Context: an optimization exercise on an open-source flow, tuned for small area, a short achievable clock period and few clock cycles per item. The choices shown serve that exercise and are no tape-out recipe. No activity file was given, so power comes from the tool's default toggle rates.

==> flow/design.v <==
`timescale 1ns / 1ps
module time_based_processor(
    input           clk,             
    input           rst_n,           
    input  [7:0]    data_in,         
    input  [2:0]    opcode,          
    input           data_valid,      
    output [15:0]   data_out,        
    output          data_ready,      
    output [3:0]    status_flags     
);
    localparam OP_NOP     = 3'b000;
    localparam OP_ADD     = 3'b001;
    localparam OP_SUB     = 3'b010;
    localparam OP_MUL     = 3'b011;
    localparam OP_SHIFT   = 3'b100;
    localparam OP_FILTER  = 3'b101;
    localparam OP_INVERT  = 3'b110;
    localparam OP_COMPARE = 3'b111;
    reg        wait_b;        
    reg        busy;          
    reg        ready;         
    reg [7:0]  x;             
    reg [2:0]  op;            
    reg [15:0] result;
    reg        flag_ovf;
    reg        out_inv;       
    reg        flag_zero;
    wire idle = ~(wait_b | busy | ready);
    wire [7:0] b = data_in;
    function [10:0] padd;
        input [9:0] a, b;
        input       ci;
        reg   [9:0] g, p, gg, pp;
        integer i, l;
        begin
            p = a ^ b;
            g = (a & b) | {9'd0, p[0] & ci};
            gg = g;
            pp = p;
            for (l = 0; l < 4; l = l + 1)
                for (i = 9; i >= 0; i = i - 1)
                    if ((i >> l) & 1) begin
                        gg[i] = gg[i] | (pp[i] & gg[((i >> l) << l) - 1]);
                        pp[i] = pp[i] & pp[((i >> l) << l) - 1];
                    end
            padd = {gg[9], p ^ {gg[8:0], ci}};
        end
    endfunction
    wire [9:0]  t0     = {2'b00, result[15:8]};
    wire [9:0]  t1     = {2'b00, x & {8{result[0]}}};
    wire [9:0]  t2     = {1'b0, x & {8{result[1]}}, 1'b0};
    wire [9:0]  cs_s   = t0 ^ t1 ^ t2;
    wire [9:0]  cs_c   = (t0 & t1) | (t0 & t2) | (t1 & t2);
    wire [10:0] msum   = padd(cs_s, {cs_c[8:0], 1'b0}, 1'b0);
    wire [15:0] mstep  = {msum[9:0], result[7:2]};
    wire [10:0] sums = padd({2'b00, x}, {2'b00, b}, 1'b0);
    wire       c   = sums[8];
    wire       eq  = &(x ^ b);             
    wire [2:0] s   = b[2:0];
    wire [2:0] rl  = b[3] ? -s : s;        
    wire [7:0] r1  = rl[0] ? {x[6:0], x[7]} : x;
    wire [7:0] r2  = rl[1] ? {r1[5:0], r1[7:6]} : r1;
    wire [7:0] r3  = rl[2] ? {r2[3:0], r2[7:4]} : r2;
    wire [7:0] keep_l = 8'hFF << s;
    wire [7:0] keep_r = 8'hFF >> s;
    wire [7:0] shifted = r3 & (b[3] ? keep_r : keep_l);
    reg [15:0] alu;
    reg        alu_ovf, alu_zero;
    always @(*) begin
        alu = 16'h0000; alu_ovf = 1'b0; alu_zero = 1'b0;
        case (op)
            OP_ADD:     begin alu[7:0] = sums[7:0]; alu_ovf = c;  alu_zero = ~|(x | b); end
            OP_SUB:     begin alu[7:0] = sums[7:0]; alu_ovf = c;  alu_zero = eq; end
            OP_MUL:     begin alu[7:0] = b; alu_zero = ~|x | ~|b; end
            OP_SHIFT:   alu[7:0] = shifted;
            OP_FILTER:  alu[7:0] = x & b;
            OP_COMPARE: begin alu[1:0] = {c, ~c & ~eq}; alu_zero = eq; end
            default:    alu = 16'h0000;
        endcase
    end
    always @(posedge clk or negedge rst_n) begin
        if (!rst_n) begin
            wait_b <= 1'b0;
            busy   <= 1'b0;
            ready  <= 1'b0;
        end else begin
            if (idle && data_valid) begin
                if (opcode == OP_NOP || opcode == OP_INVERT) ready <= 1'b1;
                else wait_b <= 1'b1;
            end
            if (wait_b && data_valid) begin
                wait_b <= 1'b0;
                if (op == OP_MUL) busy <= 1'b1;
                else ready <= 1'b1;
            end
            if (busy && op[1:0] == 2'b00) begin
                busy  <= 1'b0;
                ready <= 1'b1;
            end
            if (ready && data_valid) ready <= 1'b0;
        end
    end
    always @(posedge clk) begin
        if (idle) begin
            x         <= data_in ^ {8{opcode == OP_SUB || opcode == OP_COMPARE}};
            op        <= opcode;
            out_inv   <= (opcode == OP_SUB) || (opcode == OP_INVERT);
            result    <= {8'h00, data_in};
            flag_ovf  <= 1'b0;
            flag_zero <= 1'b0;
        end
        if (wait_b) begin
            flag_ovf  <= alu_ovf;
            flag_zero <= alu_zero;
            result    <= alu;
        end
        if (busy) begin
            op     <= op - 3'd1;
            result <= mstep;
        end
    end
    assign data_out     = {result[15:8], result[7:0] ^ {8{out_inv}}};
    assign data_ready   = ready;
    assign status_flags = {flag_ovf, flag_zero, 1'b0, ready};
endmodule
Settings: LEC_CHECK=0, ABC_AREA=1, CAP_MARGIN=20, CORE_MARGIN=2, CORE_UTILIZATION=40, SETUP_SLACK_MARGIN=3.25, SLEW_MARGIN=20; clock period 5.5 ns.
standard.sh (not shown) runs the stock make flow with config.mk's settings and CLKGATE_MAP_FILE= SYNTH_SCRIPT=/design/flow/synth_recipe.tcl, a recipe that flattens the netlist after the stock synthesis.
==> flow/flow/run.sh <==
#!/bin/bash
# Standard layout with these changes: plain buf_1 cells as the port buffers,
# and half and full adders left to abc as plain gates (flow/noha.mk).
bash standard.sh "DESIGN_CONFIG=$PWD/flow/noha.mk" "BUFFER_PORTS_ARGS=-buffer_cell sky130_fd_sc_hd__buf_1"  finish > standard.log 2>&1
==> flow/flow/noha.mk <==
# The standard flow's settings, plus the half and full adders cells marked don't-use so that
# synthesis leaves half and full adders to abc as plain gates.
include $(FLOW_CONFIG)
export DONT_USE_CELLS += sky130_fd_sc_hd__ha_1 sky130_fd_sc_hd__ha_2 sky130_fd_sc_hd__ha_4 sky130_fd_sc_hd__fa_1 sky130_fd_sc_hd__fa_2 sky130_fd_sc_hd__fa_4
The first run finished with timing, DRC and antenna clean.
Change:
--- a/flow/config.mk
+++ b/flow/config.mk
@@ -11,3 +11,3 @@
 export CORE_UTILIZATION = 40
-export SETUP_SLACK_MARGIN = 3.25
+export SETUP_SLACK_MARGIN = 3
 export SLEW_MARGIN = 20
=>
- sequential power falls by about 1%
- hold slack improves by 13 ps
- design area falls by 9.3%
Change:
--- a/flow/config.mk
+++ b/flow/config.mk
@@ -10,3 +10,3 @@
 export CORE_MARGIN = 2
-export CORE_UTILIZATION = 40
+export CORE_UTILIZATION = 60
 export SETUP_SLACK_MARGIN = 3
- worst setup slack got worse by 57 ps
- synthesized cell count does not change
- count of clock-buffer cells in the layout goes down by 1
Function was not checked in any run of this note: the RTL went through the layout flow alone.

## re-timing with driven ports
The flow's constraints put no driver on any port. The routed layouts listed below were extracted and timed again, unchanged, in two steps. Step 1, drivers: a clkbuf_16 drives clk and a buf_2 each remaining input, both assumed. Step 2 times the ports against the registers' clock, not the clock port: input delays grow and output delays shrink by t, the midpoint of the rising clock arrivals with the driver on. a / b / c = no drivers / after step 1 / after step 2; a / b = the first two.
| run | t, ns | setup WS [ns] | worst register clock-pin slew, ns | worst slew at a driven data input, ns | cell pins on the clock port's net |
|---|---|---|---|---|---|
| the first run | 0.323 | 3.216 / 3.184 / 2.933 | 0.08 / 0.08 | 0.06 | 1 |
| the second run | 0.319 | 3.104 / 3.108 / 2.793 | 0.07 / 0.07 | 0.04 | 1 |
| the third run | 0.308 | 3.047 / 3.035 / 2.727 | 0.08 / 0.08 | 0.05 | 1 |
After both steps setup and hold are still met in every run listed. The setup slack of the third run, which loses most, moves by -0.012 ns with the drivers and by -0.320 ns with both steps.
